From an optimization exercise on the open Yosys and OpenROAD flow, aimed at small area; shortcuts taken in it are not production practice.
Where RTL was checked, it was by simulation tests only, not by an equivalence proof against the original.
Function not checked in runs 3 and 4: the RTL went through the layout flow alone.
Power is estimated from default activity; no workload was simulated.

--- flow/design.v ---
`timescale 1ns / 1ps
module apb_spi_top(
    input  wire        i_clk,
    input  wire        i_rst_n,
    input  wire        i_psel,
    input  wire        i_pwrite,
    input  wire        i_penable,
    input  wire [31:0] i_paddr,
    input  wire [31:0] i_pwdata,
    output wire [31:0] o_prdata,
    output wire        o_pready,
    output wire        o_pslverr,
    input  wire        i_MISO,
    output reg         o_MOSI,
    output reg         o_SCLK,
    output wire        o_SS0,
    output wire        o_SS1,
    output wire        o_SS2,
    output wire        o_SS3,
    output wire        o_int
);
    localparam [1:0] ST_IDLE = 2'd0, ST_LOAD = 2'd1, ST_XFER = 2'd2, ST_DONE = 2'd3;
    wire        page = (i_paddr[31:12] == 20'h40002);
    wire [11:0] off  = i_paddr[11:0];
    wire        acc  = i_psel & i_penable & page;
    wire        wr   = acc & i_pwrite;
    wire        rd   = acc & ~i_pwrite;
    wire s_lcr = (off == 12'h000);
    wire s_dlr = (off == 12'h004);
    wire s_ier = (off == 12'h008);
    wire s_tbr = (off == 12'h010);
    wire s_rbr = (off == 12'h014);
    reg  [1:0] state;
    reg  [1:0] gap;
    wire busy = (state != ST_IDLE);
    wire st_load = (state == ST_LOAD);
    wire st_xfer = (state == ST_XFER);
    reg  [5:0] lcr;
    reg  [7:0] dlr;
    reg  [3:0] ier;
    wire wls  = lcr[0];
    wire cpol = lcr[1];
    wire cpha = lcr[2];
    wire cdte = lcr[3];
    reg  [15:0] tring [0:15];
    reg  [15:0] rring [0:15];
    reg  [3:0]  xh, rh;
    reg  [4:0]  xc, rc;
    reg  [15:0] tbr;
    reg  [15:0] rx_sh;
    reg         tx_push, tx_pend, rx_pop, rx_wr, done;
    wire t_empty = (xc == 5'd0);
    wire t_full  = xc[4];
    wire r_empty = (rc == 5'd0);
    wire r_full  = rc[4];
    wire tbr_w   = wr & s_tbr & ~t_full;
    wire [3:0] xtail = xh + xc[3:0];
    wire [3:0] rtail = rh + rc[3:0];
    wire t_ins = (tx_push & ~xtail[0]) | tx_pend;
    wire r_ins = ((done & (~r_full | rx_pop)) | (rx_wr & ~r_full)) & ~rtail[0];
    reg  [15:0] thead;
    reg         thv;
    wire th_tbr  = tx_push & (xc == {4'd0, st_load});
    wire th_ring = ~thv & (xh == 4'd0) & ~t_empty;
    wire [15:0] rsel;
    wire [15:0] rhead;
    spi_dec16 u_rdec (.i_a(rh), .o_y(rsel));
    spi_ohmux16 u_rmux (.i_sel(rsel), .i_d({rring[15], rring[14], rring[13], rring[12], rring[11], rring[10], rring[9], rring[8],
                                             rring[7], rring[6], rring[5], rring[4], rring[3], rring[2], rring[1], rring[0]}), .o_q(rhead));
    integer k;
    always @(posedge i_clk) begin
        if (tbr_w) tbr <= i_pwdata[15:0];
        xh <= xh + 1'b1 + st_load;
        rh <= rh + 1'b1 + rx_pop;
        if (th_tbr)       thead <= tbr;
        else if (th_ring) thead <= tring[0];
        tring[0] <= tring[15];
        rring[0] <= rring[15];
        for (k = 1; k < 16; k = k + 1) begin
            if (k & 1) tring[k] <= ~((t_ins && (xtail[3:1] == (k >> 1))) ? (((k >> 1) & 1) ? ~tbr : tbr)
                                                                           : tring[k-1]);
            else       tring[k] <= tring[k-1];
            if ((k & 1) && r_ins && (rtail[3:1] == (k >> 1))) rring[k] <= rx_sh;
            else                                              rring[k] <= rring[k-1];
        end
    end
    always @(posedge i_clk or negedge i_rst_n) begin
        if (!i_rst_n) begin
            xc <= 5'd0; rc <= 5'd0;
            tx_push <= 1'b0; tx_pend <= 1'b0; rx_pop <= 1'b0;
            thv <= 1'b0;
        end else begin
            if (th_tbr | th_ring) thv <= 1'b1;
            else if (st_load)     thv <= 1'b0;
            tx_push <= tbr_w;
            tx_pend <= tx_push & xtail[0];
            rx_pop  <= rd & s_rbr & ~r_empty;
            if (tx_push & ~st_load)      xc <= xc + 1'b1;
            else if (~tx_push & st_load) xc <= xc - 1'b1;
            if (rx_wr & ~r_full & ~rx_pop)    rc <= rc + 1'b1;
            else if (~(rx_wr & ~r_full) & rx_pop) rc <= rc - 1'b1;
        end
    end
    always @(posedge i_clk or negedge i_rst_n) begin
        if (!i_rst_n) begin
            lcr <= 6'd0; dlr <= 8'd0; ier <= 4'd0;
        end else begin
            if (wr & s_lcr & ~busy) lcr <= i_pwdata[5:0];
            if (wr & s_dlr & ~busy) dlr <= i_pwdata[7:0];
            if (wr & s_ier)         ier <= i_pwdata[3:0];
        end
    end
    assign o_pready  = 1'b1;
    assign o_pslverr = (wr & busy & ((s_lcr & (i_pwdata[5:0] != lcr)) |
                                     (s_dlr & (i_pwdata[7:0] != dlr))))
                     | (acc & (off >= 12'h018));
    reg [31:0] rdata;
    always @(*) begin
        case (off)
            12'h000: rdata = {26'd0, lcr};
            12'h004: rdata = {24'd0, dlr};
            12'h008: rdata = {28'd0, ier};
            12'h00C: rdata = {28'd0, r_full, r_empty, t_full, t_empty};
            12'h010: rdata = 32'd0;
            12'h014: rdata = {16'd0, rhead};
            default: rdata = 32'hFFFF_FFFF;
        endcase
    end
    assign o_prdata = page ? rdata : 32'd0;
    assign o_int = (t_empty & ier[0]) | (t_full & ier[1]) | (r_empty & ier[2]) | (r_full & ier[3]);
    reg  [7:0] cnt;       
    reg  [5:0] m;         
    reg [15:0] tx_sh;
    wire z      = (cnt == 8'd0);
    wire toggle = st_xfer & ~done & z;
    wire shedge = m[0] ^ cpha;
    wire can_go = ~t_empty & ~r_full;
    always @(posedge i_clk or negedge i_rst_n) begin
        if (!i_rst_n) begin
            state <= ST_IDLE;
            gap   <= 2'd0;
        end else begin
            if (state == ST_DONE) gap <= gap + 1'b1;
            case (state)
                ST_IDLE: if (can_go) state <= ST_LOAD;
                ST_LOAD: state <= ST_XFER;
                ST_XFER: if (done) state <= ~cdte ? ST_DONE : (can_go ? ST_LOAD : ST_IDLE);
                ST_DONE: if (gap == 2'd3) state <= ST_IDLE;
            endcase
        end
    end
    always @(posedge i_clk) begin
        cnt <= (z | st_load) ? dlr : cnt - 1'b1;
        if (st_load)     m <= wls ? 6'd30 : 6'd14;
        else if (toggle) m <= m - 1'b1;
        if (st_load) tx_sh <= thead;
        if (toggle & ~shedge)
            rx_sh <= {rx_sh[14:8], rx_sh[7] & wls, rx_sh[6:0], i_MISO};
    end
    always @(posedge i_clk or negedge i_rst_n) begin
        if (!i_rst_n) begin
            o_SCLK <= 1'b0;
            o_MOSI <= 1'b0;
            done   <= 1'b0;
            rx_wr  <= 1'b0;
        end else begin
            done  <= toggle & m[5];
            rx_wr <= done;
            if (!st_xfer)    o_SCLK <= cpol;
            else if (toggle) o_SCLK <= ~o_SCLK;
            if (st_load & ~cpha)                o_MOSI <= wls ? thead[15] : thead[7];
            else if (toggle & shedge & ~m[5])   o_MOSI <= tx_sh[m[4:1]];
        end
    end
    wire ss_act = st_load | st_xfer;
    assign o_SS0 = ~(ss_act & (lcr[5:4] == 2'd0));
    assign o_SS1 = ~(ss_act & (lcr[5:4] == 2'd1));
    assign o_SS2 = ~(ss_act & (lcr[5:4] == 2'd2));
    assign o_SS3 = ~(ss_act & (lcr[5:4] == 2'd3));
endmodule
module spi_dec16(input wire [3:0] i_a, output wire [15:0] o_y);
    wire [3:0] lo, hi;
    spi_dec4 u_lo (.i_a(i_a[1:0]), .o_y(lo));
    spi_dec4 u_hi (.i_a(i_a[3:2]), .o_y(hi));
    spi_and4x4 u_and (.i_lo(lo), .i_hi(hi), .o_y(o_y));
endmodule
module spi_dec4(input wire [1:0] i_a, output wire [3:0] o_y);
    assign o_y = 4'd1 << i_a;
endmodule
module spi_and4x4(input wire [3:0] i_lo, input wire [3:0] i_hi, output wire [15:0] o_y);
    genvar i;
    generate for (i = 0; i < 16; i = i + 1) begin : g_and
        assign o_y[i] = i_lo[i % 4] & i_hi[i / 4];
    end endgenerate
endmodule
module spi_ohmux16(input wire [15:0] i_sel, input wire [255:0] i_d, output wire [15:0] o_q);
    genvar b;
    generate for (b = 0; b < 16; b = b + 1) begin : g_bit
        wire [5:0] g;
        spi_aoi222 u_g0 (.i_a({i_d[16*2+b],  i_d[16*1+b],  i_d[16*0+b]}),  .i_s(i_sel[2:0]),   .o_y(g[0]));
        spi_aoi222 u_g1 (.i_a({i_d[16*5+b],  i_d[16*4+b],  i_d[16*3+b]}),  .i_s(i_sel[5:3]),   .o_y(g[1]));
        spi_aoi222 u_g2 (.i_a({i_d[16*8+b],  i_d[16*7+b],  i_d[16*6+b]}),  .i_s(i_sel[8:6]),   .o_y(g[2]));
        spi_aoi222 u_g3 (.i_a({i_d[16*11+b], i_d[16*10+b], i_d[16*9+b]}),  .i_s(i_sel[11:9]),  .o_y(g[3]));
        spi_aoi222 u_g4 (.i_a({i_d[16*14+b], i_d[16*13+b], i_d[16*12+b]}), .i_s(i_sel[14:12]), .o_y(g[4]));
        assign g[5] = ~(i_d[16*15+b] & i_sel[15]);
        spi_nand6 u_n (.i_a(g), .o_y(o_q[b]));
    end endgenerate
endmodule
module spi_aoi222(input wire [2:0] i_a, input wire [2:0] i_s, output wire o_y);
    assign o_y = ~((i_a[0] & i_s[0]) | (i_a[1] & i_s[1]) | (i_a[2] & i_s[2]));
endmodule
module spi_nand6(input wire [5:0] i_a, output wire o_y);
    assign o_y = ~&i_a;
endmodule
--- flow/flow/run.sh ---
#!/bin/bash
# Standard ORFS layout (the standard.sh) with two changes:
#  - port buffers use the smallest buffer cell instead of the resizer's pick
#  - clock tree synthesis without dummy loads
set -euo pipefail
export BUFFER_PORTS_ARGS="-buffer_cell sky130_fd_sc_hd__buf_1"
export RECOVER_POWER=100
export CTS_ARGS="-sink_clustering_enable -repair_clock_nets -dont_use_dummy_load -buf_list sky130_fd_sc_hd__clkbuf_4 -sink_clustering_size 10 -sink_clustering_max_diameter 40"
bash standard.sh > standard.log 2>&1
--- flow/standard.sh ---
#!/bin/bash
# synth_recipe.tcl (not shown) runs the flow's synth.tcl, then flattens the netlist and writes it again
# the make line also repeats each setting of config.mk as NAME=value (left out here)
make -C /OpenROAD-flow-scripts/flow DESIGN_CONFIG=/design/flow/config.mk WORK_HOME=/design/flow/orfs CLKGATE_MAP_FILE= SYNTH_SCRIPT=/design/flow/synth_recipe.tcl "${@:-finish}"
--- flow/config.mk ---
export PLATFORM = sky130hd
export DESIGN_NAME = apb_spi_top
export DESIGN_NICKNAME = apb_spi_top
export VERILOG_FILES = /design/flow/design.v
export SDC_FILE = /design/flow/constraint.sdc
export NUM_CORES = 4
export LEC_CHECK = 0
export CAP_MARGIN = 0
export CORE_MARGIN = 2
export CORE_UTILIZATION = 70
export CTS_BUF_LIST = sky130_fd_sc_hd__clkbuf_4
export CTS_CLUSTER_DIAMETER = 40
export CTS_CLUSTER_SIZE = 10
export PLACE_DENSITY = 0.85
export SLEW_MARGIN = 0
export SYNTH_HIERARCHICAL = 1
export SYNTH_MINIMUM_KEEP_SIZE = 0
--- flow/constraint.sdc ---
create_clock -name core_clock -period 10.0 [get_ports {i_clk}]
set_input_delay 2.0000 -clock core_clock [delete_from_list [all_inputs] [get_ports {i_clk}]]
set_output_delay 2.0000 -clock core_clock [all_outputs]
set_load 0.01 [all_outputs]
==> results.toml, run 1 <==
[synthesis]
synth-seq-cells = 638
async_flop_share_pct = 6.27
ys_top_cells_by_area = "dfxtp_1, edfxtp_1, mux2_2"
syn_area_per_cell_um2 = 13.8
netlist_area_um2 = 20900
synth-warning-count = 9
synth_ff_type = "dfxtp_1"
synth_top_area_share_pct = 50.6
synth.net_count = 1618
synth_edf_count = 70
ys_types = 58
yosysSeqAreaShare_pct = 65.5
synth_top_area_cell = "dfxtp_1"
postSynthCellCount = 1518

[detailed_routing]
wl_per_cell_um = 21.5
first_pass_iters = 10
drt_iter0_drc = 1254
drt-total-wl_um = 43700
drtAntennaViolNets = 0
via_count = 12400
routed_via_density = 6.12
detail_route.drc_violations = 0

[status]
status = "failed layout checks"
so_faults = "capacitance limit, slew limit"

[timing]
max_slew_margin_pct = -47.5
finalHoldViolCount = 0
setup_viol = 0
fmaxAchievable_mhz = 153
finClkSkew_ps = 84.8
rsz0062_at_grt = "false"
maxSlewViolCount = 163
finalCriticalPeriod_ps = 6550
min_period_over_period_pct = 65.5
finalSetupTns_ps = 0
worst_pin_slew_ps = 2210

[finish]
final_cells = 2033
drive_above_1_share_pct = 14.9
num-nets-final = 1743
fill_cells = 1945
area_growth_pct = 4.89

[grt]
overflow = 0
grt_pass1_vias = 12700
grt_max_degree = 41
grt_pass1_wl_um = 68200
antenna_found_initial = 2
grt_util_all_layers_pct = 28.5

[floorplanning]
num_rows = 63
num_io_pins = 111
die_y_um = 177
die_area_um2 = 31200
die_w_um = 177
core_um2 = 29500
start_util_pct = 70.8

[cts]
path_clk_slew_ps = 90
hold_buffers = 0
cts-resized-gates = 0
post-cts-setup-buffers = 0
cts_tree = "done"
clock_latency_ps = 730
htreeDepth = 3
cts.path.max_buffers = 3
root_buffer = "clkbuf_4"
numCtsBuffers = 76
cts_num_sinks = 638

[critical_path]
cp.required_ps = 8000
worstSetupStartpoint = "i_paddr[18]"
crit_slowest_cell = "nor2_1"
cp_num_buf_inv = 2
critical_path.top_delay_family = "simple AND/OR/NAND/NOR gates"
crit_path_end = "o_prdata[23]"
crit_type = "in2out"
path_max_fanout = 17
rr_endpoint = "thead[3]"
cp-start-kind = "primary input"
cp_num_cells = 6
critical_path.endpoint_type = "primary output"
crit_arrival_ps = 4550
timing.rr.start = "state[1]"
r2r_slack_ps = 5470
path_cells = "buf_1 > nor4b_1 > nand3_1 > nand2b_1 > nor2_1 > buf_1"
max_stage_delay_ps = 990
worst_path_most_repeated_cell = "buf_1"
reg2reg_depth = 8

[pwr]
p_int_w = 0.00301
seq_power_share_pct = 68.0
pwr-share-comb_pct = 3.7
p_leak_nw = 8.66
worst_ir_drop_vdd_mv = 0.151
clock_power_share_pct = 28.3
p_sw_share_pct = 21.9
power_density_nw_per_um2 = 176
switchingPower_w = 0.000842

[placed_design]
place_hpwl_um = 27100
dp.cells = 1955
io_buffers = 93
gp_congestion = 0.841

[worst_hold_path]
hold_class = "reg2reg"

[run]
maxCapViolations = 8
-- cell usage in the layout (no fill, tap or decap), drive strengths merged, types with 40 or more instances in the layout --
master,netlist,routed
buf,38,85
a222oi,81,81
mux2,153,153
nor2,47,47
mux2i,132,132
clkbuf,18,94
dfxtp,528,528
dfrtp,40,40
nand2,71,71
edfxtp,70,70
-- Yosys cell counts (3+ instances only) --
master    count
nor4b_1       3
mux2i_1     132
inv_1        37
xnor2_1      26
buf_2        13
a22oi_1       4
ha_1         26
nand3_1      28
nor3_1        7
a222oi_1     81
edfxtp_1     70
or4_1         4
nor4_4        3
mux2_2      153
xor2_1       24
dfxtp_1     528
dfrtp_1      40
and4_1       18
nor3b_1       4
and3_1        7
buf_6         3
a31oi_1       4
a21oi_1      38
mux4_2        4
nor4_1        3
nor2b_1       8
nand2_2       7
nand2_1      64
nor2_1       45
nand2b_1      5
clkbuf_1     15
or3_1         3
o21ai_0      24
buf_4        21
fa_1          4
a21o_1        6
clkbuf_8      3
and2_1       19
a221oi_1      3
nand3b_1      4
-- logic make-up (layout without fill, tap and decap cells) --
group	Yosys count	count (layout)	share of synthesized area [%]
other cells	1	3	0.0180
compound gates	167	167	6.24
simple gates	249	249	6.69
flops	638	638	65.5
buf+inv	93	216	2.46
xor+xnor	51	51	2.17
mux	289	289	15.0
fa+ha+maj	30	30	1.94
-- metrics by stage --
step	area, µm²	setup WS (ps)	power, W	utilization (%)	hold WS [ps]
final	21900	3450	0.00385	74.3	277
after global routing	21900	3160	0.00400	74.3	277
after CTS	22000	3450	0.00389	74.6	274
after detailed placement	21400	3450	0.00282	72.7	312
after global placement	21400	3560	0.00281	72.7	310
after floorplan	20900	4230	0.00278	-	310
-- state kept, by name (all words and copies together) (netlist names), 4 cells and up --
register and count:
rc 5, dlr 8, ier 4, xc 5
xh 4, cnt 8, rh 4, rring 256
m 6, tx_sh 16, lcr 6, thead 16
tring 256, tbr 16, rx_sh 16
-- worst min-delay path by stage --
stage                     slack, ps          from             to  depth (start not counted)
after floorplan                 310  tring[15][0]    tring[0][0]                          0
after global placement          310  tring[9][11]  tring[10][11]                          0
after detailed placement        310  tring[11][4]   tring[12][4]                          0
after CTS                       270  tring[11][6]   tring[12][6]                          0
after global routing            280   tring[9][3]   tring[10][3]                          0
final                           280   tring[9][3]   tring[10][3]                          0
-- metal layers --
| layer | up-vias | global-route usage [%] | share of wire, % | routed length [µm] |
|---|---|---|---|---|
| li1 | 5744 | - | - | - |
| met1 | 6129 | 35.7 | 41 | 17800 |
| met2 | 443 | 48.2 | 49 | 21600 |
| met3 | 122 | 5.28 | 6.3 | 2730 |
| met4 | 0 | 13.3 | 3.5 | 1540 |
| met5 | - | 0 | 0 | 0 |
-- Yosys stat by module, one instance, submodules excluded, excerpt --
module / copies in the design / flops+latches / cell area [µm²] / cells inside
spi_aoi222: 80 / 0 / 10.0 / 1
apb_spi_top: 1 / 638 / 19600 / 1364
spi_dec4: 2 / 0 / 26.3 / 4
spi_nand6: 16 / 0 / 13.8 / 2
spi_ohmux16: 1 / 0 / 98.8 / 18
spi_and4x4: 1 / 0 / 100 / 16
-- worst register-to-register path, cell delays in order, from the launching register on --
cell      delay (ps)
dfrtp_1          440
inv_1             90
ha_1             140
clkbuf_1         990
xor2_1           230
nor2_1            60
nand2_1           60
clkbuf_1        1090
nand2_1          930
-- power groups by stage --
stage          logic (W)  clock network [W]  registers (W)
2_1_floorplan   0.000110                  0        0.00267
6_report        0.000143            0.00109        0.00262
3_5_place_dp    0.000145                  0        0.00268
5_1_grt         0.000161            0.00122        0.00262
3_3_place_gp    0.000137                  0        0.00268
4_1_cts         0.000146            0.00112        0.00262
-- final cells by class --
type                            instances  area (µm²)  area share [%]
Antenna cell                            2        5.00          0.0228
Clock buffer                           76         571            2.60
Inverter                               37         139           0.634
Multi-Input combinational cell        787        6640            30.3
Sequential cell                       638       13700            62.4
Tap cell                              390         488            2.23
Timing Repair Buffer                  103         387            1.77
==> run 2: changes to the inputs <==
==> flow/flow/run.sh (replaced) <==
#!/bin/bash
# Standard ORFS layout (the standard.sh) with three changes:
#  - port buffers use the smallest buffer cell instead of the resizer's pick
#  - after global placement, gates with timing slack are downsized
#    (flow/pre_resize.tcl) before the usual repair_design
#  - clock tree synthesis without dummy loads
set -euo pipefail
export BUFFER_PORTS_ARGS="-buffer_cell sky130_fd_sc_hd__buf_1"
export PRE_RESIZE_TCL="$PWD/flow/pre_resize.tcl"
export CTS_ARGS="-sink_clustering_enable -repair_clock_nets -dont_use_dummy_load -buf_list sky130_fd_sc_hd__clkbuf_4 -sink_clustering_size 10 -sink_clustering_max_diameter 40"
bash standard.sh > standard.log 2>&1
==> flow/flow/pre_resize.tcl (new file) <==
# Downsize gates off the critical paths before repair_design runs (resize.tcl
# calls repair_design right after this hook, fixing any slew or cap left over).
estimate_parasitics -placement
set_dont_use $::env(DONT_USE_CELLS)
repair_timing -recover_power 100 -verbose
==> results.toml, run 2 <==
[floorplanning]
core_um2 = 29500
die_y_um = 177
num_io_pins = 111
num_rows = 63
start_util_pct = 70.8
die_area_um2 = 31200
die_w_um = 177

[grt]
grt_pass1_vias = 12800
grt_max_degree = 35
grt_util_all_layers_pct = 28.7
grt_pass1_wl_um = 68900
antenna_found_initial = 2
overflow = 0

[placed_design]
post_dp_cell_area_um2 = 21400
gp_congestion = 0.841
pre_cts_ws_ps = 3480
io_buffers = 93
place_hpwl_um = 27200

[detailed_routing]
detail_route.drc_violations = 0
drt_iter0_drc = 1305
first_pass_iters = 9
drtAntennaViolNets = 0
routed_via_density = 6.09
drt-total-wl_um = 44000
wl_per_cell_um = 21.6
via_count = 12400

[cts]
post-cts-setup-buffers = 0
cts_num_sinks = 638
clock_latency_ps = 730
cts-resized-gates = 0
numCtsBuffers = 76
cts_tree = "done"
cts.path.max_buffers = 3
htreeDepth = 3
path_clk_slew_ps = 90
hold_buffers = 0
root_buffer = "clkbuf_4"

[synthesis]
synthAdderAreaFrac_pct = 1.94
netlist_area_um2 = 20900
synth_top_area_cell = "dfxtp_1"
synth_ff_type = "dfxtp_1"
synth-seq-cells = 638
synth_compound_area_share_pct = 6.24
yosys-mux-area-fraction_pct = 15.0
syn_area_per_cell_um2 = 13.8
synth_top_family_by_area = "multiplexers"
yosysSeqAreaShare_pct = 65.5
synth_top_area_share_pct = 50.6
ys_top_cells_by_count = "dfxtp_1, mux2_2, mux2i_1"
yosysMostFrequentCell = "dfxtp_1"
ys_types = 58
async_flop_share_pct = 6.27
synth.net_count = 1618
synth_edf_count = 70
synth-simple-area-share_pct = 6.69
ys_top_cells_by_area = "dfxtp_1, edfxtp_1, mux2_2"
postSynthCellCount = 1518
yosys.area_share.xor_xnor_pct = 2.17
synth-warning-count = 9

[pwr]
switchingPower_w = 0.000853
seq_power_share_pct = 67.8
p_int_w = 0.00301
power_w = 0.00386
pwr-share-comb_pct = 3.7
power_density_nw_per_um2 = 176
p_leak_nw = 8.70
clock_power_share_pct = 28.5
p_sw_share_pct = 22.1
worst_ir_drop_vdd_mv = 0.145

[finish]
final_common_cell = "dfxtp_1"
fill_cells = 1924
drive_above_1_share_pct = 15.7
fin_util_pct = 74.5
top_regs = "rring x256, tring x256"
stdcell_area_um2 = 22000
area_growth_pct = 5.16
final_cell_mix = "dfxtp_1, mux2_2, mux2i_1, buf_1, a222oi_1"
num-nets-final = 1745

[timing]
finalHoldViolCount = 0
setup_viol = 0
finalCriticalPeriod_ps = 6570
maxSlewViolCount = 0
fmaxAchievable_mhz = 152
worst_pin_slew_ps = 1430
min_period_over_period_pct = 65.7
finalSetupTns_ps = 0
rsz0062_at_grt = "false"
finClkSkew_ps = 100
setup_ws_ps = 3430
max_slew_margin_pct = 4.84

[run]
maxCapViolations = 0

[critical_path]
crit_type = "in2out"
timing.rr.start = "state[1]"
critical_path.top_delay_family = "simple AND/OR/NAND/NOR gates"
cp-start-kind = "primary input"
cp_num_buf_inv = 2
reg2reg_depth = 12
critical_path.endpoint_type = "primary output"
rr_endpoint = "xc[4]"
max_stage_delay_ps = 1000
crit_slowest_cell = "nor2_1"
worst_path_most_repeated_cell = "buf_1"
r2r_slack_ps = 6220
crit_arrival_ps = 4570
cp.required_ps = 8000
path_max_fanout = 17
path_cells = "buf_1 > nor4b_1 > nand3_1 > nand2b_1 > nor2_1 > buf_1"

[status]
status = "no timing/DRC/antenna violations"

[worst_hold_path]
min_path_cells = 0
hold_class = "reg2reg"
hold-path-endpoint = "tring[10][3]"
min-delay-start = "tring[9][3]"
[run 2: worst max path at each step]
| stage | from | to | slack [ps] | cells past startpoint |
|---|---|---|---|---|
| 2_1_floorplan | i_paddr[22] | o_prdata[17] | 4230 | 6 |
| 5_1_grt | i_paddr[18] | o_prdata[23] | 3170 | 6 |
| 3_3_place_gp | i_paddr[22] | o_prdata[31] | 3560 | 6 |
| 4_1_cts | i_paddr[21] | o_prdata[23] | 3470 | 6 |
| 3_5_place_dp | i_paddr[21] | o_prdata[23] | 3480 | 6 |
| 6_report | i_paddr[21] | o_prdata[23] | 3430 | 6 |
[run 2: worst reg2reg max path: cells and delay by family (launching register included)]
family	cells	cell delay, ps
AOI/OAI and AO/OA	2	360
xor gates and xnor gates	2	290
adders and majority gates	3	810
buffers and inverters	4	1740
DFF	1	440
and+or+nand+nor	1	70
[run 2: layout make-up]
class,instances,area [µm²],share of cell area [%]
inverter,37,139,0.632
tap,390,488,2.22
clock buffer,76,571,2.60
multi-input combinational,787,6660,30.3
timing repair buffer,105,430,1.96
antenna,2,5.00,0.0228
sequential,638,13700,62.3
[run 2: power groups by stage]
stage               clock network [W]  logic, W  registers (W)
floorplan                           0  0.000110        0.00267
global placement                    0  0.000137        0.00268
detailed placement                  0  0.000143        0.00268
CTS                           0.00112  0.000144        0.00262
global route                  0.00122  0.000164        0.00262
finish                        0.00110  0.000144        0.00262
[run 2: layer usage]
layer	routed length, µm	global-route usage [%]	vias up
met3	2990	5.69	118
met2	21900	49.2	484
li1	-	-	5738
met4	1350	11.9	0
met5	0	0	-
met1	17800	35.7	6053
[run 2: per-stage QoR]
stage | cells | hold slack, ps
after floorplan | 1518 | 310
after global placement | 1955 | 310
after detailed placement | 1957 | 312
after CTS | 2033 | 287
after global routing | 2035 | 277
final | 2035 | 282
[run 2: logic make-up after synthesis]
kind of cell / count (synthesis)
adders and majority gates: 30
muxes: 289
other: 1
and+or+nand+nor: 249
DFF: 638
AOI/OAI and AO/OA: 167
buffers and inverters: 93
xor gates and xnor gates: 51
[run 2: per-module statistics from Yosys (local to each module, per instance), a selection]
module       cells  flip-flops and latches  cell area [µm²]
apb_spi_top   1364                     638            19600
spi_and4x4      16                       0              100
spi_nand6        2                       0             13.8
spi_dec4         4                       0             26.3
spi_ohmux16     18                       0             98.8
spi_aoi222       1                       0             10.0
==> run 3: changes to the inputs <==
--- a/flow/design.v
+++ b/flow/design.v
@@ -32,5 +32,5 @@
     wire s_rbr = (off == 12'h014);
     reg  [1:0] state;
-    reg  [1:0] gap;
+    reg  [5:0] m;         
     wire busy = (state != ST_IDLE);
     wire st_load = (state == ST_LOAD);
@@ -49,5 +49,6 @@
     reg  [15:0] tbr;
     reg  [15:0] rx_sh;
-    reg         tx_push, tx_pend, rx_pop, rx_wr, done;
+    reg         tx_push, tx_pend, rx_pop, rx_wr;
+    wire        done = st_xfer & m[5] & ~m[0];
     wire t_empty = (xc == 5'd0);
     wire t_full  = xc[4];
@@ -130,5 +131,4 @@
     assign o_int = (t_empty & ier[0]) | (t_full & ier[1]) | (r_empty & ier[2]) | (r_full & ier[3]);
     reg  [7:0] cnt;       
-    reg  [5:0] m;         
     reg [15:0] tx_sh;
     wire z      = (cnt == 8'd0);
@@ -139,12 +139,10 @@
         if (!i_rst_n) begin
             state <= ST_IDLE;
-            gap   <= 2'd0;
-        end else begin
-            if (state == ST_DONE) gap <= gap + 1'b1;
+        end else begin
             case (state)
                 ST_IDLE: if (can_go) state <= ST_LOAD;
                 ST_LOAD: state <= ST_XFER;
                 ST_XFER: if (done) state <= ~cdte ? ST_DONE : (can_go ? ST_LOAD : ST_IDLE);
-                ST_DONE: if (gap == 2'd3) state <= ST_IDLE;
+                ST_DONE: if (m == 6'd59) state <= ST_IDLE;
             endcase
         end
@@ -153,5 +151,5 @@
         cnt <= (z | st_load) ? dlr : cnt - 1'b1;
         if (st_load)     m <= wls ? 6'd30 : 6'd14;
-        else if (toggle) m <= m - 1'b1;
+        else if (toggle | (state == ST_DONE)) m <= m - 1'b1;
         if (st_load) tx_sh <= thead;
         if (toggle & ~shedge)
@@ -162,8 +160,6 @@
             o_SCLK <= 1'b0;
             o_MOSI <= 1'b0;
-            done   <= 1'b0;
             rx_wr  <= 1'b0;
         end else begin
-            done  <= toggle & m[5];
             rx_wr <= done;
             if (!st_xfer)    o_SCLK <= cpol;
==> results.toml, run 3 <==
[cts]
cts_num_sinks = 635
hold_buffers = 0
cts_tree = "done"
post-cts-setup-buffers = 0
clock_latency_ps = 740
cts-resized-gates = 0
numCtsBuffers = 75
cts.path.max_buffers = 3
htreeDepth = 3
path_clk_slew_ps = 100
root_buffer = "clkbuf_4"

[grt]
antenna_found_initial = 1
overflow = 0
grt_pass1_vias = 12800
grt_pass1_wl_um = 69500
grt_util_all_layers_pct = 29.1
grt_max_degree = 35

[timing]
worst_pin_slew_ps = 1420
finalSetupTns_ps = 0
rsz0062_at_grt = "false"
maxSlewViolCount = 0
finClkSkew_ps = 104
setup_viol = 0
fmaxAchievable_mhz = 145
fin_hold_ws_ps = 281
max_slew_margin_pct = 5.36
finalHoldViolCount = 0
setup_ws_ps = 3120
min_period_over_period_pct = 68.8
finalCriticalPeriod_ps = 6880

[placed_design]
io_buffers = 93
gp_congestion = 0.843
post_dp_cell_area_um2 = 21300
pre_cts_ws_ps = 3200
place_hpwl_um = 28100

[detailed_routing]
drt-total-wl_um = 44700
detail_route.drc_violations = 0
first_pass_iters = 9
wl_per_cell_um = 22.3
drtAntennaViolNets = 0
routed_via_density = 6.15
drt_iter0_drc = 1221
via_count = 12400

[synthesis]
synth-warning-count = 9
synth_top_area_share_pct = 51.1
yosysSeqAreaShare_pct = 65.8
ys_types = 66
synth-seq-cells = 635
synth.net_count = 1590
syn_area_per_cell_um2 = 13.9
synth_ff_type = "dfxtp_1"
async_flop_share_pct = 5.83
netlist_area_um2 = 20700
yosysMostFrequentCell = "dfxtp_1"
ys_top_cells_by_area = "dfxtp_1, edfxtp_1, mux2_2"
postSynthCellCount = 1490
synth_top_area_cell = "dfxtp_1"
ys_top_cells_by_count = "dfxtp_1, mux2_2, mux2i_1"
synth_edf_count = 70

[finish]
fin_util_pct = 75.9
top_regs = "rring x256, tring x256"
final_common_cell = "dfxtp_1"
stdcell_area_um2 = 21900
num-nets-final = 1725
area_growth_pct = 6.04
drive_above_1_share_pct = 15.9
final_cell_mix = "dfxtp_1, mux2_2, mux2i_1, buf_1, a222oi_1"

[pwr]
seq_power_share_pct = 67.2
power_density_nw_per_um2 = 178
p_int_w = 0.00302
p_leak_nw = 8.66
worst_ir_drop_vdd_mv = 0.121
switchingPower_w = 0.000876
pwr-share-comb_pct = 5.0
clock_power_share_pct = 27.8
p_sw_share_pct = 22.5

[floorplanning]
start_util_pct = 71.6
num_rows = 62
die_y_um = 176
core_um2 = 28900
num_io_pins = 111
die_w_um = 176
die_area_um2 = 30900

[critical_path]
crit_type = "in2out"
crit_arrival_ps = 4880
cp-start-kind = "primary input"
cp.required_ps = 8000
critical_path.endpoint_type = "primary output"
path_max_fanout = 17

[worst_hold_path]
hold_class = "reg2reg"

[status]
status = "no timing/DRC/antenna violations"

[run]
maxCapViolations = 0
-- run 3: worst max-delay path, cell delays in order --
cell	delay, ps
buf_1	70
or4_1	580
or4_1	520
nor3_2	180
clkbuf_1	830
a22oi_1	230
a31oi_1	280
buf_1	190
-- run 3: final cells by class --
class | count | area [µm²]
Antenna cell | 3 | 7.51
Sequential cell | 635 | 13600
Clock buffer | 75 | 563
Timing Repair Buffer | 116 | 520
Tap cell | 384 | 480
Fill cell | 1848 | 6940
Inverter | 34 | 128
Multi-Input combinational cell | 763 | 6620
-- run 3: logic make-up after synthesis --
group | Yosys count | synth area share [%]
mux | 287 | 15.1
other cells | 1 | 0.0181
compound gates | 171 | 6.57
flops | 635 | 65.8
buf+inv | 92 | 2.16
simple gates | 225 | 6.30
fa+ha+maj | 30 | 1.96
xor+xnor | 49 | 2.08
-- run 3: layer usage --
layer / vias to the layer above / part of all wire (%) / track usage [%]
met4: 0 / 3.4 / 11.6
met5: - / 0 / 0
met1: 6121 / 40 / 36.9
li1: 5679 / - / -
met3: 120 / 6.0 / 4.29
met2: 441 / 50 / 50.6
-- run 3: power by group through the flow --
stage	clock, W	combinational [W]	sequential [W]
3_3_place_gp	0	0.000185	0.00267
5_1_grt	0.00121	0.000221	0.00262
4_1_cts	0.00110	0.000196	0.00262
6_report	0.00108	0.000194	0.00262
3_5_place_dp	0	0.000194	0.00268
2_1_floorplan	0	0.000137	0.00267
-- run 3: per-module statistics from Yosys, one instance, submodules excluded, excerpt --
| module | flops+latches | area (µm²) |
|---|---|---|
| spi_dec4 | 0 | 26.3 |
| spi_aoi222 | 0 | 10.0 |
| apb_spi_top | 635 | 19400 |
| spi_nand6 | 0 | 13.8 |
| spi_and4x4 | 0 | 100 |
| spi_ohmux16 | 0 | 98.8 |
-- run 3: per-stage QoR --
stage	instances	total power [W]
2_1_floorplan	1490	0.00281
3_3_place_gp	1927	0.00286
3_5_place_dp	1930	0.00287
4_1_cts	2005	0.00392
5_1_grt	2010	0.00406
6_report	2010	0.00390
-- run 3: worst paths after layout --
check,endpoint,start,slack (ps),depth (start not counted)
setup / recovery,o_prdata[4],i_paddr[9],3120,8
hold / removal,tring[10][1],tring[9][1],280,0
setup reg to reg,tring[3][5],xc[0],6100,7
hold reg to reg,tring[10][1],tring[9][1],280,0
max in group asynchronous,lcr[1],i_rst_n,8390,2
min in group asynchronous,rc[1],i_rst_n,1070,1
==> run 4: changes to the inputs <==
--- a/flow/design.v
+++ b/flow/design.v
@@ -58,10 +58,11 @@
     wire [3:0] xtail = xh + xc[3:0];
     wire [3:0] rtail = rh + rc[3:0];
-    wire t_ins = (tx_push & ~xtail[0]) | tx_pend;
+    wire t0    = (xc == {4'd0, st_load});
+    wire t_ins = (tx_push & ~t0 & ~xtail[0]) | tx_pend;
+    wire t_now = tx_push & t0;
     wire r_ins = ((done & (~r_full | rx_pop)) | (rx_wr & ~r_full)) & ~rtail[0];
     reg  [15:0] thead;
     reg         thv;
-    wire th_tbr  = tx_push & (xc == {4'd0, st_load});
-    wire th_ring = ~thv & (xh == 4'd0) & ~t_empty;
+    wire th_ring = ~thv & (xh == 4'd15) & ~t_empty;
     wire [15:0] rsel;
     wire [15:0] rhead;
@@ -72,12 +73,11 @@
     always @(posedge i_clk) begin
         if (tbr_w) tbr <= i_pwdata[15:0];
-        xh <= xh + 1'b1 + st_load;
+        xh <= t_now ? 4'd15 : xh + 1'b1 + st_load;
         rh <= rh + 1'b1 + rx_pop;
-        if (th_tbr)       thead <= tbr;
-        else if (th_ring) thead <= tring[0];
+        if (th_ring) thead <= tring[15];
         tring[0] <= tring[15];
         rring[0] <= rring[15];
         for (k = 1; k < 16; k = k + 1) begin
-            if (k & 1) tring[k] <= ~((t_ins && (xtail[3:1] == (k >> 1))) ? (((k >> 1) & 1) ? ~tbr : tbr)
+            if (k & 1) tring[k] <= ~(((t_ins && (xtail[3:1] == (k >> 1))) || (t_now && k == 15)) ? (((k >> 1) & 1) ? ~tbr : tbr)
                                                                            : tring[k-1]);
             else       tring[k] <= tring[k-1];
@@ -92,8 +92,8 @@
             thv <= 1'b0;
         end else begin
-            if (th_tbr | th_ring) thv <= 1'b1;
+            if (th_ring)          thv <= 1'b1;
             else if (st_load)     thv <= 1'b0;
             tx_push <= tbr_w;
-            tx_pend <= tx_push & xtail[0];
+            tx_pend <= tx_push & ~t0 & xtail[0];
             rx_pop  <= rd & s_rbr & ~r_empty;
             if (tx_push & ~st_load)      xc <= xc + 1'b1;
==> results.toml, run 4 <==
[critical_path]
path_max_fanout = 19
cp_num_buf_inv = 2
crit_slowest_cell = "a21oi_1"
cp_num_cells = 6
cp-start-kind = "primary input"
max_stage_delay_ps = 1070
cp.required_ps = 8000
r2r_slack_ps = 6420
crit_arrival_ps = 4560
reg2reg_depth = 8
crit_type = "in2out"
worstSetupStartpoint = "i_paddr[12]"
path_cells = "buf_1 > nor4b_1 > and3_1 > nand3_1 > a21oi_1 > buf_1"
crit_path_end = "o_prdata[31]"
worst_path_most_repeated_cell = "buf_1"
critical_path.endpoint_type = "primary output"
timing.rr.start = "state[1]"
critical_path.top_delay_family = "simple AND/OR/NAND/NOR gates"
rr_endpoint = "tring[1][3]"

[synthesis]
synthAdderAreaFrac_pct = 1.95
syn_area_per_cell_um2 = 14.0
yosysMostFrequentCell = "dfxtp_1"
synth_top_area_share_pct = 50.8
synth.net_count = 1586
synth-warning-count = 9
synth-seq-cells = 635
yosys.area_share.xor_xnor_pct = 2.10
ys_top_cells_by_area = "dfxtp_1, edfxtp_1, mux2_2"
synth-simple-area-share_pct = 6.69
netlist_area_um2 = 20800
yosys-mux-area-fraction_pct = 15.3
synth_compound_area_share_pct = 6.18
synth_top_family_by_area = "multiplexers"
ys_types = 71
async_flop_share_pct = 5.83
synth_ff_type = "dfxtp_1"
synth_edf_count = 70
synth_top_area_cell = "dfxtp_1"
ys_top_cells_by_count = "dfxtp_1, mux2_2, mux2i_1"
yosysSeqAreaShare_pct = 65.3
postSynthCellCount = 1486

[cts]
clock_latency_ps = 750
path_clk_slew_ps = 110
post-cts-setup-buffers = 0
hold_buffers = 0
cts_tree = "done"
cts-resized-gates = 0
htreeDepth = 3
root_buffer = "clkbuf_4"
cts.path.max_buffers = 3
cts_num_sinks = 635
numCtsBuffers = 77

[grt]
antenna_found_initial = 1
overflow = 0
grt_pass1_wl_um = 67900
grt_max_degree = 36
grt_util_all_layers_pct = 28.4
grt_pass1_vias = 12400

[detailed_routing]
drt-total-wl_um = 44000
routed_via_density = 6.12
first_pass_iters = 6
drt_iter0_drc = 1410
via_count = 12300
drtAntennaViolNets = 0
detail_route.drc_violations = 0
wl_per_cell_um = 21.9

[timing]
finClkSkew_ps = 113
finalHoldViolCount = 0
worst_pin_slew_ps = 1430
fmaxAchievable_mhz = 152
maxSlewViolCount = 0
setup_viol = 0
finalCriticalPeriod_ps = 6560
fin_hold_ws_ps = 248
finalSetupTns_ps = 0
rsz0062_at_grt = "false"
max_slew_margin_pct = 4.44
setup_ws_ps = 3440
min_period_over_period_pct = 65.6

[placed_design]
place_hpwl_um = 27100
pre_cts_ws_ps = 3490
io_buffers = 93
gp_congestion = 0.806

[finish]
final_common_cell = "dfxtp_1"
top_regs = "rring x256, tring x256"
final_cell_mix = "dfxtp_1, mux2_2, mux2i_1, buf_1, a222oi_1"
num-nets-final = 1720
drive_above_1_share_pct = 16.4
fill_cells = 1871
area_growth_pct = 5.25

[pwr]
power_density_nw_per_um2 = 176
p_sw_share_pct = 22.4
worst_ir_drop_vdd_mv = 0.179
power_w = 0.00386
clock_power_share_pct = 28.5
switchingPower_w = 0.000865
p_int_w = 0.00300
pwr-share-comb_pct = 4.5
seq_power_share_pct = 67.1
p_leak_nw = 8.36

[floorplanning]
die_w_um = 176
start_util_pct = 70.6
core_um2 = 29500
num_io_pins = 111
num_rows = 63
die_area_um2 = 31100
die_y_um = 176

[run]
maxCapViolations = 0

[worst_hold_path]
hold_class = "reg2reg"

[status]
status = "no timing/DRC/antenna violations"
==> run 4: changes by cell type after synthesis, moves of 4 or more <==
cell and delta:
a22oi_1 -6, nand2_1 -15, nor4_4 +5, nor2_1 +17
clkbuf_1 -7, nor2b_1 -4, o21ai_0 -13, xor2_1 +9
nor3_1 +4, xnor2_1 -8, buf_6 +8
==> run 4: worst min-delay path by stage <==
stage,startpoint,end,slack [ps],cells after the start
after floorplan,tring[9][0],tring[10][0],310,0
after global placement,tring[9][3],tring[10][3],310,0
after global routing,rring[11][13],rring[12][13],250,0
after CTS,rring[11][13],rring[12][13],270,0
after detailed placement,tring[1][0],tring[2][0],310,0
final,rring[11][13],rring[12][13],250,0
==> run 4: worst register-to-register path, cell delays in order (launching register included) <==
cell and delay (ps):
dfrtp_1 450, inv_1 100, ha_1 830, xnor2_1 230, nand2b_4 130, a21oi_2 200
nor4_4 200, clkbuf_1 1020, mux2i_1 380
==> run 4: power by group through the flow <==
stage	Combinational, W	Clock, W	Sequential (W)
2_1_floorplan	0.000137	0	0.00265
3_3_place_gp	0.000171	0	0.00265
3_5_place_dp	0.000171	0	0.00265
4_1_cts	0.000172	0.00112	0.00259
5_1_grt	0.000189	0.00122	0.00259
6_report	0.000172	0.00110	0.00259
==> run 4: per-stage QoR <==
stage	area [µm²]	cells	utilization [%]
finish	21900	2009	74.3
global placement	21400	1929	72.7
global route	21900	2009	74.3
floorplan	20800	1486	-
detailed placement	21300	1931	72.3
CTS	21900	2008	74.3
==> run 4: final cells by class <==
| type | instances | area [µm²] | share of cell area [%] |
|---|---|---|---|
| repair buffers | 114 | 472 | 2.15 |
| diodes | 1 | 2.50 | 0.0114 |
| well taps | 390 | 488 | 2.23 |
| inverters | 34 | 128 | 0.583 |
| clock buffers | 77 | 578 | 2.64 |
| flip-flops and latches | 635 | 13600 | 62.1 |
| multi-input cells | 758 | 6640 | 30.3 |
==> run 4: metal layers <==
metal	vias up	track usage [%]	routed length (µm)
li1	5646	-	-
met1	6023	37.0	18100
met2	511	48.2	21400
met3	117	4.67	3020
met4	0	10.3	1390
met5	-	0	0
==> run 4: cells by family after synthesis <==
kind of cell | after synthesis
xor gates and xnor gates | 50
adders and majority gates | 30
buffers and inverters | 93
other | 1
AOI/OAI and AO/OA | 154
muxes | 291
DFF | 635
and+or+nand+nor | 232
==> run 4: per-module statistics from Yosys, one instance, submodules excluded, a selection <==
module       times used  cells inside
spi_nand6            16             2
apb_spi_top           1          1332
spi_and4x4            1            16
spi_ohmux16           1            18
spi_dec4              2             4
spi_aoi222           80             1
==> run 5: changes to the inputs <==
--- a/flow/design.v
+++ b/flow/design.v
@@ -48,5 +48,5 @@
     reg  [4:0]  xc, rc;
     reg  [15:0] tbr;
-    reg  [15:0] rx_sh;
+    reg  [15:0] rx_sh;    
     reg         tx_push, tx_pend, rx_pop, rx_wr;
     wire        done = st_xfer & m[5] & ~m[0];
@@ -131,5 +131,4 @@
     assign o_int = (t_empty & ier[0]) | (t_full & ier[1]) | (r_empty & ier[2]) | (r_full & ier[3]);
     reg  [7:0] cnt;       
-    reg [15:0] tx_sh;
     wire z      = (cnt == 8'd0);
     wire toggle = st_xfer & ~done & z;
@@ -152,6 +151,6 @@
         if (st_load)     m <= wls ? 6'd30 : 6'd14;
         else if (toggle | (state == ST_DONE)) m <= m - 1'b1;
-        if (st_load) tx_sh <= thead;
-        if (toggle & ~shedge)
+        if (st_load) rx_sh <= thead;
+        else if (toggle & ~shedge)
             rx_sh <= {rx_sh[14:8], rx_sh[7] & wls, rx_sh[6:0], i_MISO};
     end
@@ -166,5 +165,5 @@
             else if (toggle) o_SCLK <= ~o_SCLK;
             if (st_load & ~cpha)                o_MOSI <= wls ? thead[15] : thead[7];
-            else if (toggle & shedge & ~m[5])   o_MOSI <= tx_sh[m[4:1]];
+            else if (toggle & shedge & ~m[5])   o_MOSI <= wls ? rx_sh[15] : rx_sh[7];
         end
     end
==> results.toml, run 5 <==
[pwr]
power_density_nw_per_um2 = 176
worst_ir_drop_vdd_mv = 0.177
power_w = 0.00374
p_leak_nw = 8.95

[finish]
fin_util_pct = 74.6
top_regs = "rring x256, tring x256"
multi_input_area_um2 = 6590
final_cell_mix = "dfxtp_1, mux2_2, mux2i_1, buf_1, a222oi_1"
final_cells = 1999
area_growth_pct = 5.46
num-nets-final = 1716
fill_cells = 1856
drive_above_1_share_pct = 16.1
final_common_cell = "dfxtp_1"
regArea_um2 = 13100

[worst_hold_path]
hold_class = "reg2reg"

[grt]
overflow = 0
grt_util_all_layers_pct = 29.4
grt_pass1_vias = 12600
grt_max_degree = 35
grt_pass1_wl_um = 68900
antenna_found_initial = 1

[detailed_routing]
routed_via_density = 6.24
wl_per_cell_um = 22.2
via_count = 12500
drt_iter0_drc = 1290
drtAntennaViolNets = 0
detail_route.drc_violations = 0
first_pass_iters = 7
drt-total-wl_um = 44400

[timing]
worst_pin_slew_ps = 1290
finalCriticalPeriod_ps = 6760
finalHoldViolCount = 0
min_period_over_period_pct = 67.6
max_slew_margin_pct = 13.7
fmaxAchievable_mhz = 148
setup_viol = 0
finClkSkew_ps = 97.2
setup_ws_ps = 3240
maxSlewViolCount = 0
finalSetupTns_ps = 0
rsz0062_at_grt = "false"

[critical_path]
path_max_fanout = 19
max_stage_delay_ps = 850
crit_slowest_cell = "a21oi_1"
cp-start-kind = "primary input"
critical_path.top_delay_family = "simple AND/OR/NAND/NOR gates"
cp.required_ps = 8000
cp_num_buf_inv = 2
critical_path.endpoint_type = "primary output"
crit_type = "in2out"
path_cells = "buf_1 > or4_2 > nand3b_1 > or3b_1 > a21oi_1 > buf_1"
crit_arrival_ps = 4760
worst_path_most_repeated_cell = "buf_1"

[synthesis]
synth-warning-count = 9
synth_compound_area_share_pct = 6.60
ys_types = 60
yosys.area_share.xor_xnor_pct = 2.21
synth_ff_type = "dfxtp_1"
yosysMostFrequentCell = "dfxtp_1"
synth.net_count = 1599
synth_top_area_cell = "dfxtp_1"
netlist_area_um2 = 20200
synth_top_family_by_area = "multiplexers"
postSynthCellCount = 1499
yosys-mux-area-fraction_pct = 15.1
synthAdderAreaFrac_pct = 2.01
synth_top_area_share_pct = 52.3
ys_top_cells_by_count = "dfxtp_1, mux2_2, mux2i_1"
synth_edf_count = 54
ys_top_cells_by_area = "dfxtp_1, mux2_2, edfxtp_1"
syn_area_per_cell_um2 = 13.5
yosysSeqAreaShare_pct = 65.0
synth-seq-cells = 619
async_flop_share_pct = 5.98
synth-simple-area-share_pct = 6.72

[floorplanning]
die_w_um = 174
die_area_um2 = 30200
die_y_um = 174
num_rows = 62
num_io_pins = 111
start_util_pct = 70.7
core_um2 = 28500

[cts]
cts-resized-gates = 0
hold_buffers = 0
root_buffer = "clkbuf_4"
htreeDepth = 3
clock_latency_ps = 740
cts_tree = "done"
post-cts-setup-buffers = 0
cts_num_sinks = 619
numCtsBuffers = 73
path_clk_slew_ps = 100
cts.path.max_buffers = 3

[placed_design]
dp.cells = 1925
place_hpwl_um = 28000
pre_cts_ws_ps = 3280
io_buffers = 93
gp_congestion = 0.857

[run]
maxCapViolations = 0

[status]
status = "no timing/DRC/antenna violations"
-- run 5: cell count changes after synthesis, sizes merged, moves of 8 or more --
cell / delta
a21oi: +11
edfxtp: -16
mux2: +13
mux2i: -21
nand2: +8
nor3: +11
-- run 5: path summary, 6_finish.rpt --
| kind | to | cells after the start | slack, ps | from |
|---|---|---|---|---|
| hold / removal | tring[12][0] | 0 | 270 | tring[11][0] |
| hold reg to reg | tring[12][0] | 0 | 270 | tring[11][0] |
| setup / recovery | o_prdata[30] | 6 | 3240 | i_paddr[22] |
| setup reg to reg | tring[7][7] | 8 | 5680 | state[1] |
| min in group asynchronous | rc[1] | 1 | 1140 | i_rst_n |
| max in group asynchronous | lcr[0] | 2 | 8420 | i_rst_n |
-- run 5: kinds of logic (layout without fill, tap and decap cells) --
| family | count (synthesis) | after routing |
|---|---|---|
| adder cells (fa/ha/maj) | 30 | 30 |
| XOR/XNOR | 51 | 51 |
| multiplexers | 280 | 280 |
| AND/OR/NAND/NOR | 251 | 251 |
| buffers and inverters | 99 | 214 |
| AO/OA/AOI/OAI | 168 | 168 |
| flip-flops | 619 | 619 |
| other | 1 | 2 |
-- run 5: routing by layer --
metal,part of all wire [%],GRT usage (%),wire length [µm]
met2,49,50.4,22000
met1,40,37.6,17900
met5,0,0,0
met4,3.0,11.2,1340
met3,7.3,4.80,3250
-- run 5: report_power, final --
part | switching [W] | internal (W)
logic | 0.0000941 | 0.0000579
clock network | 0.000731 | 0.000338
registers | 0.0000134 | 0.00251
-- run 5: worst register-to-register path, cell delays in order (launching register included) --
cell and delay [ps]:
dfrtp_1 450, inv_1 110, ha_1 830, xor2_1 190, o21ai_0 370, o21a_1 150, clkbuf_1 820, or2_0 1060
a21oi_1 190
-- run 5: layout make-up --
type,instances,share of cell area (%)
Clock buffer,73,2.57
Sequential cell,619,61.6
Antenna cell,1,0.0118
Multi-Input combinational cell,781,30.9
Timing Repair Buffer,107,2.02
Inverter,34,0.599
Tap cell,384,2.26
-- run 5: metrics by stage --
step	hold WS, ps	cell area (µm²)
finish	274	21300
global route	267	21300
CTS	253	21300
detailed placement	312	20700
global placement	310	20800
floorplan	310	20200
-- run 5: Yosys stat by module (local to each module, per instance), excerpt --
| module | flops+latches | times used | cells | cell area, µm² |
|---|---|---|---|---|
| spi_ohmux16 | 0 | 1 | 18 | 98.8 |
| apb_spi_top | 619 | 1 | 1345 | 18900 |
| spi_and4x4 | 0 | 1 | 16 | 100 |
| spi_dec4 | 0 | 2 | 4 | 26.3 |
| spi_nand6 | 0 | 16 | 2 | 13.8 |
| spi_aoi222 | 0 | 80 | 1 | 10.0 |
==> run 6: changes to the inputs <==
--- a/flow/design.v
+++ b/flow/design.v
@@ -49,6 +49,10 @@
     reg  [15:0] tbr;
     reg  [15:0] rx_sh;    
-    reg         tx_push, tx_pend, rx_pop, rx_wr;
+    reg         tx_push, tx_pend, rx_pop, rx_wr, rx_p2;
     wire        done = st_xfer & m[5] & ~m[0];
+    reg  [7:0] cnt;       
+    wire z      = (cnt == 8'd0);
+    wire toggle = st_xfer & ~done & z;
+    wire shedge = m[0] ^ cpha;
     wire t_empty = (xc == 5'd0);
     wire t_full  = xc[4];
@@ -61,8 +65,17 @@
     wire t_ins = (tx_push & ~t0 & ~xtail[0]) | tx_pend;
     wire t_now = tx_push & t0;
-    wire r_ins = ((done & (~r_full | rx_pop)) | (rx_wr & ~r_full)) & ~rtail[0];
+    wire [3:0] rt1  = rtail + 1'b1;
+    wire p_t    = (rtail == 4'd0) | (rtail == 4'd3) | (rtail == 4'd6) | (rtail == 4'd9) | (rtail == 4'd12) | (rtail == 4'd15);
+    wire p_t1   = (rt1 == 4'd0) | (rt1 == 4'd3) | (rt1 == 4'd6) | (rt1 == 4'd9) | (rt1 == 4'd12) | (rt1 == 4'd15);
+    wire r_acc1 = rx_wr & ~r_full & ~p_t;         
+    wire r_k0   = (rc == {4'd0, rx_pop});
+    wire r_reph = r_acc1 & ~p_t1 & r_k0;
+    wire r_ins  = (((done & (~r_full | rx_pop)) | r_acc1) & p_t1) | rx_p2;
+    wire [3:0] r_tg = rx_p2 ? rtail : rt1;
     reg  [15:0] thead;
     reg         thv;
-    wire th_ring = ~thv & (xh == 4'd15) & ~t_empty;
+    reg         sl;       
+    wire fs      = toggle & ~shedge & ~sl;
+    wire th_ring = (~thv | fs) & (xh == 4'd15) & ~t_empty;
     wire [15:0] rsel;
     wire [15:0] rhead;
@@ -74,14 +87,15 @@
         if (tbr_w) tbr <= i_pwdata[15:0];
         xh <= t_now ? 4'd15 : xh + 1'b1 + st_load;
-        rh <= rh + 1'b1 + rx_pop;
+        rh <= r_reph ? 4'd15 : rh + 1'b1 + rx_pop;
         if (th_ring) thead <= tring[15];
         tring[0] <= tring[15];
-        rring[0] <= rring[15];
+        if (r_ins && r_tg == 4'd0) rring[0] <= rx_sh;
+        else                       rring[0] <= rring[15];
         for (k = 1; k < 16; k = k + 1) begin
             if (k & 1) tring[k] <= ~(((t_ins && (xtail[3:1] == (k >> 1))) || (t_now && k == 15)) ? (((k >> 1) & 1) ? ~tbr : tbr)
                                                                            : tring[k-1]);
             else       tring[k] <= tring[k-1];
-            if ((k & 1) && r_ins && (rtail[3:1] == (k >> 1))) rring[k] <= rx_sh;
-            else                                              rring[k] <= rring[k-1];
+            if ((k % 3 == 0) && ((r_ins && r_tg == k) || (r_reph && k == 15))) rring[k] <= rx_sh;
+            else                                                               rring[k] <= rring[k-1];
         end
     end
@@ -89,12 +103,13 @@
         if (!i_rst_n) begin
             xc <= 5'd0; rc <= 5'd0;
-            tx_push <= 1'b0; tx_pend <= 1'b0; rx_pop <= 1'b0;
+            tx_push <= 1'b0; tx_pend <= 1'b0; rx_pop <= 1'b0; rx_p2 <= 1'b0;
             thv <= 1'b0;
         end else begin
             if (th_ring)          thv <= 1'b1;
-            else if (st_load)     thv <= 1'b0;
+            else if (fs)          thv <= 1'b0;
             tx_push <= tbr_w;
             tx_pend <= tx_push & ~t0 & xtail[0];
             rx_pop  <= rd & s_rbr & ~r_empty;
+            rx_p2   <= r_acc1 & ~p_t1 & ~r_k0;
             if (tx_push & ~st_load)      xc <= xc + 1'b1;
             else if (~tx_push & st_load) xc <= xc - 1'b1;
@@ -130,8 +145,4 @@
     assign o_prdata = page ? rdata : 32'd0;
     assign o_int = (t_empty & ier[0]) | (t_full & ier[1]) | (r_empty & ier[2]) | (r_full & ier[3]);
-    reg  [7:0] cnt;       
-    wire z      = (cnt == 8'd0);
-    wire toggle = st_xfer & ~done & z;
-    wire shedge = m[0] ^ cpha;
     wire can_go = ~t_empty & ~r_full;
     always @(posedge i_clk or negedge i_rst_n) begin
@@ -151,7 +162,9 @@
         if (st_load)     m <= wls ? 6'd30 : 6'd14;
         else if (toggle | (state == ST_DONE)) m <= m - 1'b1;
-        if (st_load) rx_sh <= thead;
-        else if (toggle & ~shedge)
-            rx_sh <= {rx_sh[14:8], rx_sh[7] & wls, rx_sh[6:0], i_MISO};
+        if (st_load) sl <= 1'b0;
+        else if (toggle & ~shedge) sl <= 1'b1;
+        if (toggle & ~shedge)
+            rx_sh <= sl ? {rx_sh[14:8], rx_sh[7] & wls, rx_sh[6:0], i_MISO}
+                        : {thead[14:8], thead[7] & wls, thead[6:0], i_MISO};
     end
     always @(posedge i_clk or negedge i_rst_n) begin
@@ -165,5 +178,5 @@
             else if (toggle) o_SCLK <= ~o_SCLK;
             if (st_load & ~cpha)                o_MOSI <= wls ? thead[15] : thead[7];
-            else if (toggle & shedge & ~m[5])   o_MOSI <= wls ? rx_sh[15] : rx_sh[7];
+            else if (toggle & shedge & ~m[5])   o_MOSI <= sl ? (wls ? rx_sh[15] : rx_sh[7]) : (wls ? thead[15] : thead[7]);
         end
     end
==> results.toml, run 6 <==
[status]
status = "no timing/DRC/antenna violations"

[synthesis]
synth.net_count = 1661
ys_top_cells_by_area = "dfxtp_1, edfxtp_1, mux2_2"
synth_ff_type = "dfxtp_1"
synth_top_family_by_area = "multiplexers"
postSynthCellCount = 1557
netlist_area_um2 = 20200
synth_top_area_share_pct = 52.4
synth_compound_area_share_pct = 8.67
yosysSeqAreaShare_pct = 65.1
synth_top_area_cell = "dfxtp_1"
yosysMostFrequentCell = "dfxtp_1"
synth-seq-cells = 621
yosys-mux-area-fraction_pct = 11.2
ys_top_cells_by_count = "dfxtp_1, mux2_2, nand2_1"
synth_edf_count = 54
async_flop_share_pct = 6.12
synth-simple-area-share_pct = 7.60
synthAdderAreaFrac_pct = 2.25
synth-warning-count = 9
ys_types = 71
syn_area_per_cell_um2 = 13.0
yosys.area_share.xor_xnor_pct = 2.32

[floorplanning]
die_y_um = 174
die_area_um2 = 30300
die_w_um = 174
num_rows = 62
start_util_pct = 70.8
core_um2 = 28500
num_io_pins = 111

[cts]
hold_buffers = 0
post-cts-setup-buffers = 0
htreeDepth = 3
cts.path.max_buffers = 3
clock_latency_ps = 750
root_buffer = "clkbuf_4"
numCtsBuffers = 74
cts_num_sinks = 621
cts-resized-gates = 0
cts_tree = "done"
path_clk_slew_ps = 100

[finish]
num-nets-final = 1781
final_cell_mix = "dfxtp_1, mux2_2, nand2_1, buf_1, a222oi_1"
stdcell_area_um2 = 21300
fill_cells = 1889
final_cells = 2060
drive_above_1_share_pct = 14.3
top_regs = "rring x256, tring x256"
final_common_cell = "dfxtp_1"
area_growth_pct = 5.25
fin_util_pct = 74.5

[detailed_routing]
via_count = 12400
routed_via_density = 6.03
first_pass_iters = 8
wl_per_cell_um = 20.4
drt-total-wl_um = 42000
drtAntennaViolNets = 0
detail_route.drc_violations = 0
drt_iter0_drc = 1366

[placed_design]
place_hpwl_um = 26200
gp_congestion = 0.923
dp.cells = 1985
io_buffers = 93
pre_cts_ws_ps = 3530
post_dp_cell_area_um2 = 20700

[pwr]
power_density_nw_per_um2 = 179
worst_ir_drop_vdd_mv = 0.131
p_leak_nw = 8.29

[timing]
max_slew_margin_pct = 4.13
rsz0062_at_grt = "false"
worst_pin_slew_ps = 1440
maxSlewViolCount = 0
finalHoldViolCount = 0
finClkSkew_ps = 87.9
setup_ws_ps = 3480
finalCriticalPeriod_ps = 6520
fmaxAchievable_mhz = 153
finalSetupTns_ps = 0
min_period_over_period_pct = 65.2
setup_viol = 0

[critical_path]
reg2reg_depth = 10
crit_type = "in2out"
path_max_fanout = 14
cp-start-kind = "primary input"
rr_endpoint = "rring[0][7]"
timing.rr.start = "rc[0]"
crit_arrival_ps = 4520
r2r_slack_ps = 4970
cp.required_ps = 8000
critical_path.endpoint_type = "primary output"

[grt]
grt_pass1_wl_um = 66600
overflow = 0
grt_max_degree = 33
grt_util_all_layers_pct = 27.9
grt_pass1_vias = 12500
antenna_found_initial = 1

[worst_hold_path]
hold-path-endpoint = "tring[4][6]"
hold_class = "reg2reg"
min_path_cells = 0
min-delay-start = "tring[3][6]"

[run]
maxCapViolations = 0
## run 6: changes by cell type in the layout (fill, tap and decap cells not counted), moves of 7 or more
cell	previous run	this run
mux2i_1	112	71
a21oi_1	45	67
o21ai_0	11	35
nor2_1	50	80
inv_1	33	26
nor3_1	22	6
nand2_1	54	88
buf_4	2	12
mux2_2	163	124
## run 6: cell families after synthesis
logic type / count (synthesis)
flip-flops: 621
other: 1
XOR/XNOR: 51
multiplexers: 205
AO/OA/AOI/OAI: 235
buffers and inverters: 104
AND/OR/NAND/NOR: 306
adder cells (fa/ha/maj): 34
## run 6: critical path, cell delays in order
cell and delay (ps):
buf_1 80, nor4_1 330, nand2_1 90, nor3_1 150, clkbuf_1 460, and3_1 380
a22oi_1 140, or3b_2 460, a41oi_1 250, buf_1 180
## run 6: power by group
group | internal [W] | switching, W | total (W)
clock network | 0.000342 | 0.000724 | 0.00107
registers | 0.00252 | 0.0000262 | 0.00255
logic | 0.0000785 | 0.000113 | 0.000191
## run 6: worst max path at each step
stage | start | end | cells past startpoint
after global routing | i_paddr[9] | o_pslverr | 10
after detailed placement | i_paddr[9] | o_pslverr | 10
after CTS | i_paddr[9] | o_pslverr | 10
final | i_paddr[9] | o_pslverr | 10
after floorplan | i_paddr[18] | o_prdata[17] | 6
after global placement | i_paddr[9] | o_prdata[8] | 9
## run 6: per-stage QoR
stage	total power, W	hold WS [ps]
6_report	0.00381	255
5_1_grt	0.00395	255
2_1_floorplan	0.00274	310
3_3_place_gp	0.00278	310
3_5_place_dp	0.00279	312
4_1_cts	0.00382	266
## run 6: Yosys stat by module, one instance, submodules excluded, excerpt
module	times used	cells	cell area (µm²)
apb_spi_top	1	1403	18900
spi_and4x4	1	16	100
spi_aoi222	80	1	10.0
spi_dec4	2	4	26.3
spi_nand6	16	2	13.8
spi_ohmux16	1	18	98.8
## run 6: cell type report
cell class / count / area [µm²] / area share [%]
Sequential cell: 621 / 13200 / 61.9
Multi-Input combinational cell: 832 / 6440 / 30.3
Clock buffer: 74 / 556 / 2.61
Timing Repair Buffer: 122 / 537 / 2.52
Tap cell: 384 / 480 / 2.26
Inverter: 26 / 97.6 / 0.459
Antenna cell: 1 / 2.50 / 0.0118
## run 6: layer usage
layer  track usage (%)  share of wire (%)  vias to the layer above
li1                  -                  -                     5820
met1              36.9                 42                     5976
met2              45.8                 47                      522
met3              5.40                7.8                      108
met4              11.2                3.2                        0
met5                 0                  0                        -

## what the ideal ports hide
The flow's constraints put no driver on any port. The routed layouts listed below were extracted and timed again, unchanged, in two steps. Step 1, drivers: a clkbuf_16 drives i_clk and a buf_2 each remaining input, both assumed. Step 2 times the ports against the registers' clock, not the clock port: input delays grow and output delays shrink by t, the midpoint of the rising clock arrivals with the driver on. Three values: ideal ports, drivers, drivers and shift; two values: the first two.
run | shift t [ns] | setup slack, ns | worst setup path at the end | worst data-port slew with drivers (ns)
run 1 | 0.740 | 3.447 / 3.415 / 3.415 | input to output | 0.07
run 2 | 0.741 | 3.430 / 3.398 / 3.398 | input to output | 0.07
run 3 | 0.726 | 3.120 / 3.099 / 3.099 | input to output | 0.04
run 4 | 0.713 | 3.436 / 3.412 / 3.412 | input to output | 0.04
run 5 | 0.738 | 3.236 / 3.213 / 3.213 | input to output | 0.04
run 6 | 0.732 | 3.479 / 3.455 / 3.455 | input to output | 0.04
